Context: an optimization exercise on an open-source flow, tuned for small area and a short achievable clock period. The choices shown serve that exercise and are no tape-out recipe.
In this exercise RTL edits were held to simulation tests only and were not proved equivalent to the original.
No activity file was given, so power comes from the tool's default toggle rates.

old:
==> flow/design.v <==
module mips (
    input             clk,
    input             rst,
    output     [ 7:0] imem_addr,
    input      [31:0] imem_data,
    output     [31:0] ret,
    output            st_en,
    output     [ 7:0] st_addr,
    output     [31:0] st_data
);
    localparam NOOP = 8'h0;
    localparam LOAD = 8'h1;
    localparam LDNM = 8'h2;
    localparam STR  = 8'h3;
    localparam ADD  = 8'h4;
    localparam SUB  = 8'h5;
    localparam XOR  = 8'h6;
    localparam AND  = 8'h7;
    localparam JMP  = 8'h8;
    localparam JMP0 = 8'h9;
    localparam PUSH = 8'hA;
    localparam POP  = 8'hB;
    integer i;
    reg  [ 7:0] pc;
    reg  [31:0] rf    [0:12];
    reg  [12:0] rf_v;
    reg  [31:0] mem   [0:31];
    reg  [31:0] mem_v;
    reg  [31:0] stk   [0:31];
    reg  [31:0] stk_v;
    reg  [ 4:0] sp;
    reg         d_load, d_ldnm, d_str, d_add, d_sub, d_xor, d_and;
    reg         d_jmp, d_jmp0, d_push, d_pop;
    reg  [ 7:0] d_dest;
    reg  [ 7:0] d_src2;
    reg  [12:0] d_sel1;    
    reg  [12:0] d_sel2;    
    reg  [12:0] d_we;      
    reg  [31:0] rs1, rs2;
    always @* begin
        rs1 = 32'h0;
        rs2 = 32'h0;
        for (i = 0; i < 13; i = i + 1) begin
            rs1 = rs1 | (rf[i] & {32{d_sel1[i]}});
            rs2 = rs2 | (rf[i] & {32{d_sel2[i]}});
        end
    end
    wire        m_in  = (d_src2[7:5] == 3'b000);
    wire [ 4:0] m_idx = d_src2[4:0];
    wire        m_vld = mem_v[m_idx];
    reg  [31:0] m_init;
    always @* begin
        case (m_idx)
            5'd0:    m_init = 32'hF;
            5'd2:    m_init = 32'h3;
            5'd3:    m_init = 32'hF;
            default: m_init = 32'h0;
        endcase
    end
    wire [31:0] m_rd = !m_in ? 32'h0 : (m_vld ? mem[m_idx] : m_init);
    wire [ 4:0] sp_top = sp - 5'd1;
    wire [31:0] s_rd   = stk[sp_top] & {32{stk_v[sp_top]}};
    wire [31:0] sum = rs1 + ((d_sub ? ~rs2 : rs2)) + {31'h0, d_sub};
    wire [31:0] wd  = ((d_add | d_sub) ? sum : 32'h0)
                    | (d_xor  ? (rs1 ^ rs2)      : 32'h0)
                    | (d_and  ? (rs1 & rs2)      : 32'h0)
                    | (d_load ? m_rd             : 32'h0)
                    | (d_ldnm ? {24'h0, d_src2}  : 32'h0)
                    | (d_pop  ? s_rd             : 32'h0);
    always @(posedge clk) begin
        for (i = 0; i < 13; i = i + 1)
            if (d_we[i]) rf[i] <= wd;
    end
    wire [12:0] rf_v_nx = rst ? 13'h0 : (rf_v | d_we);
    always @(posedge clk) rf_v <= rf_v_nx;
    wire [31:0] m_we = (d_str && d_dest[7:5] == 3'b000) ? (32'h1 << d_dest[4:0]) : 32'h0;
    always @(posedge clk) begin
        for (i = 0; i < 32; i = i + 1)
            if (m_we[i]) mem[i] <= rs2;
        mem_v <= rst ? 32'h0 : (mem_v | m_we);
    end
    wire [31:0] s_we = d_push ? (32'h1 << sp) : 32'h0;
    always @(posedge clk) begin
        for (i = 0; i < 32; i = i + 1)
            if (s_we[i]) stk[i] <= rs2;
        stk_v <= rst ? 32'h0 : (stk_v | s_we);
        if (rst)         sp <= 5'd0;
        else if (d_push) sp <= sp + 5'd1;
        else if (d_pop)  sp <= sp_top;
    end
    wire take = d_jmp | (d_jmp0 & (|rs2));
    always @(posedge clk) begin
        if (rst)       pc <= 8'h0;
        else if (take) pc <= d_dest;
        else           pc <= pc + 8'd1;
    end
    wire [7:0] f_op   = imem_data[31:24];
    wire [7:0] f_dest = imem_data[23:16];
    wire [7:0] f_src1 = imem_data[15:8];
    wire [7:0] f_src2 = imem_data[7:0];
    wire f_wr = (f_op == LOAD) | (f_op == LDNM) | (f_op == ADD) | (f_op == SUB) |
                (f_op == XOR)  | (f_op == AND)  | (f_op == POP);
    reg [12:0] f_sel1, f_sel2, f_we;
    always @* begin
        for (i = 0; i < 13; i = i + 1) begin
            f_sel1[i] = (f_src1 == i) & rf_v_nx[i];
            f_sel2[i] = (f_src2 == i) & rf_v_nx[i];
            f_we[i]   = (f_dest == i) & f_wr;
        end
    end
    always @(posedge clk) begin
        if (rst) begin
            d_load <= 1'b0; d_ldnm <= 1'b0; d_str  <= 1'b0; d_add  <= 1'b0;
            d_sub  <= 1'b0; d_xor  <= 1'b0; d_and  <= 1'b0; d_jmp  <= 1'b0;
            d_jmp0 <= 1'b0; d_push <= 1'b0; d_pop  <= 1'b0;
            d_sel1 <= 13'h0; d_sel2 <= 13'h0; d_we <= 13'h0;
            d_dest <= 8'h0; d_src2 <= 8'h0;
        end else begin
            d_load <= (f_op == LOAD);
            d_ldnm <= (f_op == LDNM);
            d_str  <= (f_op == STR);
            d_add  <= (f_op == ADD);
            d_sub  <= (f_op == SUB);
            d_xor  <= (f_op == XOR);
            d_and  <= (f_op == AND);
            d_jmp  <= (f_op == JMP);
            d_jmp0 <= (f_op == JMP0);
            d_push <= (f_op == PUSH);
            d_pop  <= (f_op == POP);
            d_sel1 <= f_sel1;
            d_sel2 <= f_sel2;
            d_we   <= f_we;
            d_dest <= f_dest;
            d_src2 <= f_src2;
        end
    end
    assign imem_addr = pc;
    assign ret       = rf[12] & {32{rf_v[12]}};
    assign st_en     = d_str;
    assign st_addr   = d_dest;
    assign st_data   = rs2;
endmodule
Settings: LEC_CHECK=0, CAP_MARGIN=20, CORE_MARGIN=2, CORE_UTILIZATION=45, PLACE_DENSITY=0.6, SLEW_MARGIN=20; clock period 7.0 ns.
run.sh (not shown) runs the stock make flow with config.mk's settings and CLKGATE_MAP_FILE= SYNTH_SCRIPT=/design/flow/synth_recipe.tcl, a recipe that flattens the netlist after the stock synthesis.
[inputs] new vs old
==> flow/design.v <==
module mips (
    input             clk,
    input             rst,
    output     [ 7:0] imem_addr,
    input      [31:0] imem_data,
    output     [31:0] ret,
    output            st_en,
    output     [ 7:0] st_addr,
    output     [31:0] st_data
);
    localparam NOOP = 8'h0;
    localparam LOAD = 8'h1;
    localparam LDNM = 8'h2;
    localparam STR  = 8'h3;
    localparam ADD  = 8'h4;
    localparam SUB  = 8'h5;
    localparam XOR  = 8'h6;
    localparam AND  = 8'h7;
    localparam JMP  = 8'h8;
    localparam JMP0 = 8'h9;
    localparam PUSH = 8'hA;
    localparam POP  = 8'hB;
    integer i;
    reg  [ 7:0] pc;
    reg  [31:0] rf    [0:12];
    reg  [12:0] rf_v;
    reg  [31:0] mem   [0:31];
    reg  [31:0] mem_v;
    reg  [31:0] stk   [0:31];
    reg  [31:0] stk_v;
    reg  [ 4:0] sp;
    reg         d_load, d_ldnm, d_str, d_add, d_sub, d_xor, d_and;
    reg         d_jmp, d_jmp0, d_push, d_pop;
    reg  [ 7:0] d_dest;
    reg  [ 7:0] d_src2;
    reg  [12:0] d_we;      
    reg  [31:0] op1, op2;  
    wire        m_in  = (d_src2[7:5] == 3'b000);
    wire [ 4:0] m_idx = d_src2[4:0];
    wire        m_vld = mem_v[m_idx];
    reg  [31:0] m_init;
    always @* begin
        case (m_idx)
            5'd0:    m_init = 32'hF;
            5'd2:    m_init = 32'h3;
            5'd3:    m_init = 32'hF;
            default: m_init = 32'h0;
        endcase
    end
    wire [31:0] m_rd = !m_in ? 32'h0 : (m_vld ? mem[m_idx] : m_init);
    wire [ 4:0] sp_top = sp - 5'd1;
    wire [31:0] s_rd   = stk[sp_top] & {32{stk_v[sp_top]}};
    wire [31:0] sum = op1 + ((d_sub ? ~op2 : op2)) + {31'h0, d_sub};
    wire [31:0] wd  = ((d_add | d_sub) ? sum : 32'h0)
                    | (d_xor  ? (op1 ^ op2)      : 32'h0)
                    | (d_and  ? (op1 & op2)      : 32'h0)
                    | (d_load ? m_rd             : 32'h0)
                    | (d_ldnm ? {24'h0, d_src2}  : 32'h0)
                    | (d_pop  ? s_rd             : 32'h0);
    always @(posedge clk) begin
        for (i = 0; i < 12; i = i + 1)
            if (d_we[i]) rf[i] <= wd;
        if (rst)           rf[12] <= 32'h0;
        else if (d_we[12]) rf[12] <= wd;
    end
    always @(posedge clk) rf_v <= rst ? 13'h0 : (rf_v | d_we);
    wire [31:0] m_we = (d_str && d_dest[7:5] == 3'b000) ? (32'h1 << d_dest[4:0]) : 32'h0;
    always @(posedge clk) begin
        for (i = 0; i < 32; i = i + 1)
            if (m_we[i]) mem[i] <= op2;
        mem_v <= rst ? 32'h0 : (mem_v | m_we);
    end
    wire [31:0] s_we = d_push ? (32'h1 << sp) : 32'h0;
    always @(posedge clk) begin
        for (i = 0; i < 32; i = i + 1)
            if (s_we[i]) stk[i] <= op2;
        stk_v <= rst ? 32'h0 : (stk_v | s_we);
        if (rst)         sp <= 5'd0;
        else if (d_push) sp <= sp + 5'd1;
        else if (d_pop)  sp <= sp_top;
    end
    wire take = d_jmp | (d_jmp0 & (|op2));
    always @(posedge clk) begin
        if (rst)       pc <= 8'h0;
        else if (take) pc <= d_dest;
        else           pc <= pc + 8'd1;
    end
    wire [7:0] f_op   = imem_data[31:24];
    wire [7:0] f_dest = imem_data[23:16];
    wire [7:0] f_src1 = imem_data[15:8];
    wire [7:0] f_src2 = imem_data[7:0];
    wire f_wr = (f_op == LOAD) | (f_op == LDNM) | (f_op == ADD) | (f_op == SUB) |
                (f_op == XOR)  | (f_op == AND)  | (f_op == POP);
    reg [12:0] f_sel1, f_sel2, f_we;
    reg [31:0] f_rd1, f_rd2;
    always @* begin
        for (i = 0; i < 13; i = i + 1) begin
            f_sel1[i] = (f_src1 == i);
            f_sel2[i] = (f_src2 == i);
            f_we[i]   = (f_dest == i) & f_wr;
        end
        f_rd1 = 32'h0;
        f_rd2 = 32'h0;
        for (i = 0; i < 13; i = i + 1) begin
            f_rd1 = f_rd1 | (rf[i] & {32{f_sel1[i] & rf_v[i]}});
            f_rd2 = f_rd2 | (rf[i] & {32{f_sel2[i] & rf_v[i]}});
        end
    end
    wire f_fw1 = |(f_sel1 & d_we);
    wire f_fw2 = |(f_sel2 & d_we);
    always @(posedge clk) begin
        op1 <= f_fw1 ? wd : f_rd1;
        op2 <= f_fw2 ? wd : f_rd2;
        d_dest <= f_dest;
        d_src2 <= f_src2;
        if (rst) begin
            d_load <= 1'b0; d_ldnm <= 1'b0; d_str  <= 1'b0; d_add  <= 1'b0;
            d_sub  <= 1'b0; d_xor  <= 1'b0; d_and  <= 1'b0; d_jmp  <= 1'b0;
            d_jmp0 <= 1'b0; d_push <= 1'b0; d_pop  <= 1'b0;
            d_we   <= 13'h0;
        end else begin
            d_load <= (f_op == LOAD);
            d_ldnm <= (f_op == LDNM);
            d_str  <= (f_op == STR);
            d_add  <= (f_op == ADD);
            d_sub  <= (f_op == SUB);
            d_xor  <= (f_op == XOR);
            d_and  <= (f_op == AND);
            d_jmp  <= (f_op == JMP);
            d_jmp0 <= (f_op == JMP0);
            d_push <= (f_op == PUSH);
            d_pop  <= (f_op == POP);
            d_we   <= f_we;
        end
    end
    assign imem_addr = pc;
    assign ret       = rf[12];
    assign st_en     = d_str;
    assign st_addr   = d_dest;
    assign st_data   = op2;
endmodule
Findings:
- Mapped cell area is higher on new
- new — area taken by flip-flops and latches about 0.65% higher, old as reference
- The post-route worst hold slack in new was higher than what old gave.
- From old to new, aggregate negative setup slack did not move at all.
- In new the share of total power in the clock network turned out 0.3 points higher than in old.
- Compared to old, the router laid down more metal wire for new.
- Sort old and new by flip-flop and latch count after synthesis asc -> top: old
- | wire length of the first global-routing pass | lower: old |
- [new] final worst-path setup slack fell 0.16 ns relative to old
- new: switching power share of the total is 0.17 points higher than what old reported.
- old → new: critical path depth went down by 2, level count of the clock H-tree was more or less identical, period utilization went up by 2.2 points.

[afterwards: timing with drivers on the ports]
No port has a modelled driver above. Below, the same layouts with a new extraction and two added sets of constraints.
Step 1 (the two cells are an assumption about what drives the block):
set clk [get_ports {clk}]
set_driving_cell -lib_cell sky130_fd_sc_hd__clkbuf_16 $clk
set_driving_cell -lib_cell sky130_fd_sc_hd__buf_2 [delete_from_list [all_inputs] $clk]
Step 2 times the ports against the registers' clock, not the clock port: input delays grow and output delays shrink by t, the midpoint of the rising clock arrivals with the driver on.
Three values: ideal, step 1, step 2; two values: the first two.
run | shift t [ns] | setup slack, ns | clock arrival spread, ns
old | 0.993 | 0.686 / 0.686 / 0.686 | 0.113 / 0.114
new | 1.033 | 0.529 / 0.529 / 0.529 | 0.088 / 0.088
After both steps setup and hold are still met in every run listed.
